Source: an optimization exercise on an open RTL-to-GDS flow (aim: small area, a short achievable clock period and few clock cycles per item). Production flows keep margins and buffers that such runs may drop. At most, simulation tests tie the RTL to the original design; equivalence was not proved.

Setup of lane 1:
==> module SDF_S3, before the edit <==
module SDF_S3(clk, rstn, clr, x, xv, xi, y, yv, yi);
    input               clk, rstn, clr;
    input   [31:0]      x;
    input               xv;
    input   [3:0]       xi;
    output  [31:0]      y;
    output              yv;
    output  [3:0]       yi;
    wire    [2:0]       tv;
    wire    [11:0]      ti;
    TAGD #(.N(3)) U_TAG(.clk(clk), .rstn(rstn), .clr(clr), .iv(xv), .ii(xi), .ov(tv), .oi(ti));
    wire                osel = ti[4*1+1];
    assign yv = tv[2];
    assign yi = ti[11:8];
    reg     [63:0]      sr;
    wire    [31:0]      a = sr[63:32];
    wire                bf = xv & xi[1];
    wire    [31:0]      top;
    BFTOP U_TOP(.a(a), .b(x), .y(top));
    wire    [16:0]      dr, di;
    BFSUB U_SUB(.a(a), .b(x), .rot(xi[0]), .dr(dr), .di(di));
    reg     [16:0]      d1r, d1i;
    reg                 b1;
    always @(posedge clk)
    begin
        d1r <= dr;
        d1i <= di;
        b1  <= bf;
    end
    wire    [17:0]      mr, mi;
    R511 U_MR(.d(d1r), .r(mr));
    R511 U_MI(.d(d1i), .r(mi));
    wire    [31:0]      bot;
    SAT18 U_CR(.s(mr), .y(bot[31:16]));
    SAT18 U_CI(.s(mi), .y(bot[15:0]));
    always @(posedge clk)
    begin
        sr[31:0]  <= x;
        sr[63:32] <= b1 ? bot : sr[31:0];
    end
    reg     [31:0]      yr;
    always @(posedge clk)
        yr <= osel ? a : top;
    assign y = yr;
endmodule
Settings: LEC_CHECK=0, CAP_MARGIN=20, CORE_MARGIN=2, CORE_UTILIZATION=40, PLACE_DENSITY=0.6, SLEW_MARGIN=20; clock period 10.0 ns.
standard.sh (not shown) runs the stock make flow with config.mk's settings and CLKGATE_MAP_FILE= SYNTH_SCRIPT=/design/flow/synth_recipe.tcl, a recipe that flattens the netlist after the stock synthesis.
==> flow/flow/run.sh <==
#!/bin/bash
set -euo pipefail
bash standard.sh SETUP_SLACK_MARGIN=6.5 TNS_END_PERCENT=100 finish > orfs_make.log 2>&1
The final layout from lane 1, which completed every stage, passed the timing, DRC and antenna checks at the end of the flow.
Modified inputs, lane 2 compared to lane 1
--- a/flow/design.v
+++ b/flow/design.v
@@ -1266,5 +1266,4 @@
     reg     [63:0]      sr;
     wire    [31:0]      a = sr[63:32];
-    wire                bf = xv & xi[1];
     wire    [31:0]      top;
     BFTOP U_TOP(.a(a), .b(x), .y(top));
@@ -1272,25 +1271,26 @@
     BFSUB U_SUB(.a(a), .b(x), .rot(xi[0]), .dr(dr), .di(di));
     reg     [16:0]      d1r, d1i;
-    reg                 b1;
     always @(posedge clk)
     begin
         d1r <= dr;
         d1i <= di;
-        b1  <= bf;
     end
     wire    [17:0]      mr, mi;
     R511 U_MR(.d(d1r), .r(mr));
     R511 U_MI(.d(d1i), .r(mi));
-    wire    [31:0]      bot;
-    SAT18 U_CR(.s(mr), .y(bot[31:16]));
-    SAT18 U_CI(.s(mi), .y(bot[15:0]));
+    reg     [17:0]      m2r, m2i;
     always @(posedge clk)
     begin
-        sr[31:0]  <= x;
-        sr[63:32] <= b1 ? bot : sr[31:0];
+        m2r <= mr;
+        m2i <= mi;
     end
+    wire    [31:0]      bot;
+    SAT18 U_CR(.s(m2r), .y(bot[31:16]));
+    SAT18 U_CI(.s(m2i), .y(bot[15:0]));
+    always @(posedge clk)
+        sr <= {sr[31:0], x};
     reg     [31:0]      yr;
     always @(posedge clk)
-        yr <= osel ? a : top;
+        yr <= osel ? bot : top;
     assign y = yr;
 endmodule
--- outcome ---
In the tables for lane 2 and lane 1, number of gates on the worst path with buffers counted reads higher with lane 2.
Lane 2 vs. lane 1: overall track demand over capacity in global routing shrank by 1.1 points, sequential share of cell area grew by 0.85 points, sequential cell area went up by about 1.6%.
Testbench counts of lane 2, summed over its fixed seeds: cycles 3,360, items 192.
Function not checked in lane 1: the RTL went through the layout flow alone.

========
FFT_Top with an RTL version that a note above also has.
Size: ~2000 flip-flops, roughly 95000 um^2 of cells after synthesis.
clock: 10.0 ns
lec_check: 0
cap_margin: 20
core_margin: 2
core_utilization: 40
cts_cluster_diameter: 140
cts_cluster_size: 20
place_density: 0.6
slew_margin: 20
Scripts as last shown in full above: flow/flow/run.sh
The first run produced a clean layout.
Testbench counts at the start, summed over its fixed seeds: cycles 3,360, items 192.
Then changed:
--- a/flow/design.v
+++ b/flow/design.v
@@ -981,23 +981,23 @@
     localparam D = 8;
     wire    [8:0]       tv;
     wire    [35:0]      ti;
     TAGD #(.N(9)) U_TAG(.clk(clk), .rstn(rstn), .clr(clr), .iv(xv), .ii(xi), .ov(tv), .oi(ti));
     wire                osel = ti[4*7+3];
     assign yv = tv[8];
     assign yi = ti[35:32];
     reg     [255:0]     sr;          
     wire    [31:0]      a = sr[255:224];
     wire                bf = xv & xi[3];
     wire    [31:0]      top;
-    BFTOP U_TOP(.a(a), .b(x), .y(top));
+    BFTOP U_TOP(.a(a), .b(x & {32{~osel}}), .y(top));
     wire    [16:0]      dr, di;
     BFSUB U_SUB(.a(a), .b(x), .rot(xi[2]), .dr(dr), .di(di));
     reg     [16:0]      d1r, d1i;
     reg     [1:0]       k1;
     reg                 s1;
     reg     [3:0]       bp;
     always @(posedge clk)
     begin
         d1r <= dr;
         d1i <= di;
         k1  <= xi[1:0];
@@ -1076,23 +1076,23 @@
     SAT18 U_CR(.s(rr), .y(bot[31:16]));
     SAT18 U_CI(.s(ri), .y(bot[15:0]));
     always @(posedge clk)
     begin
         sr[31:0]    <= x;
         sr[127:32]  <= sr[95:0];
         sr[159:128] <= bp[3] ? bot : sr[127:96];
         sr[255:160] <= sr[223:128];
     end
     reg     [31:0]      yr;
     always @(posedge clk)
-        yr <= osel ? a : top;
+        yr <= top;
     assign y = yr;
 endmodule
 module S1ROWS(w, v, k, s, eA, eB, gA, gB, gC, gD, gE, gF, gG, ps, pc);
     parameter PI = 0;
     input   [18:0]  w;
     input   [17:0]  v;
     input   [1:0]   k;
     input           s;               
     input           eA, eB;          
     input           gA, gB, gC, gD, gE, gF, gG;      
     output  [26:0]  ps, pc;
@@ -1155,23 +1155,23 @@
     output  [3:0]       yi;
     wire    [4:0]       tv;
     wire    [19:0]      ti;
     TAGD #(.N(5)) U_TAG(.clk(clk), .rstn(rstn), .clr(clr), .iv(xv), .ii(xi), .ov(tv), .oi(ti));
     wire                osel = ti[4*3+2];
     assign yv = tv[4];
     assign yi = ti[19:16];
     reg     [127:0]     sr;
     wire    [31:0]      a = sr[127:96];
     wire                bf = xv & xi[2];
     wire    [31:0]      top;
-    BFTOP U_TOP(.a(a), .b(x), .y(top));
+    BFTOP U_TOP(.a(a), .b(x & {32{~osel}}), .y(top));
     wire    [16:0]      dr, di;
     BFSUB U_SUB(.a(a), .b(x), .rot(xi[1]), .dr(dr), .di(di));
     reg     [16:0]      d1r, d1i;
     reg                 w1;
     reg     [2:0]       bp;
     always @(posedge clk)
     begin
         d1r <= dr;
         d1i <= di;
         w1  <= xi[0];
         bp  <= {bp[1:0], bf};
@@ -1215,23 +1215,23 @@
     wire    [31:0]      bot;
     SAT18 U_CR(.s(qr), .y(bot[31:16]));
     SAT18 U_CI(.s(qi), .y(bot[15:0]));
     always @(posedge clk)
     begin
         sr[31:0]   <= x;
         sr[95:32]  <= sr[63:0];
         sr[127:96] <= bp[2] ? bot : sr[95:64];
     end
     reg     [31:0]      yr;
     always @(posedge clk)
-        yr <= osel ? a : top;
+        yr <= top;
     assign y = yr;
 endmodule
 module S2ROWS(z, w, ps, pc);
     input   [17:0]  z;
     input           w;
     output  [26:0]  ps, pc;
     wire    [17:0]  up = {~z[17], z[16:0]};      
     wire    [17:0]  un = {z[17], ~z[16:0]};      
     wire    [26:0]  r1 = {up, 9'd0};
     wire    [26:0]  r2 = w ? {2'd0, un, 7'd0} : {9'd0, un};
     wire    [26:0]  r3 = w ? {4'd0, un, 5'd0} : 27'd0;
Via count went down slightly.
Cell area came out higher slightly.
Clock-buffer cell count came out lower by 1.
Synthesized cell count went down slightly.
Global-route usage went down by 0.14 points.
Wire length decreases slightly.
First-iteration DRC count rises slightly.
Die area drops slightly.
Utilization grows by 0.40 points.
Worst setup slack degrades by 0.078 ns.
Only the layout flow was run in the second run of this note; the RTL was not checked for function there.

-- what the ideal ports hide --
In the flow no input, the clock included, has a driving cell. The finished layouts below were timed again as built, in two steps.
Step 1, drivers: a clkbuf_16 drives iCLK and a buf_2 each remaining input, both assumed.
Step 2 moves the port delays by t, midway between the first and last clock arrival at a register: inputs arrive t later, outputs are due t later. That takes back most of the time a late clock gives input paths.
Slacks: ideal ports / drivers / drivers and shift; pairs: ideal ports / drivers.
| run | t (ns) | setup WS [ns] | worst slew at a driven data input, ns |
|---|---|---|---|
| lane 1 | 0.935 | 6.400 / 6.367 / 5.852 | 0.14 |
| lane 2 | 0.895 | 6.453 / 6.422 / 5.761 | 0.15 |
| the first run of note 2 | 0.844 | 6.492 / 6.468 / 5.785 | 0.17 |
| the second run of note 2 | 0.869 | 6.415 / 6.415 / 5.843 | 0.16 |
After both steps every run listed still meets setup and hold. The setup slack of the first run of note 2, which loses most, moves by -0.024 ns with the drivers and by -0.707 ns with both steps.
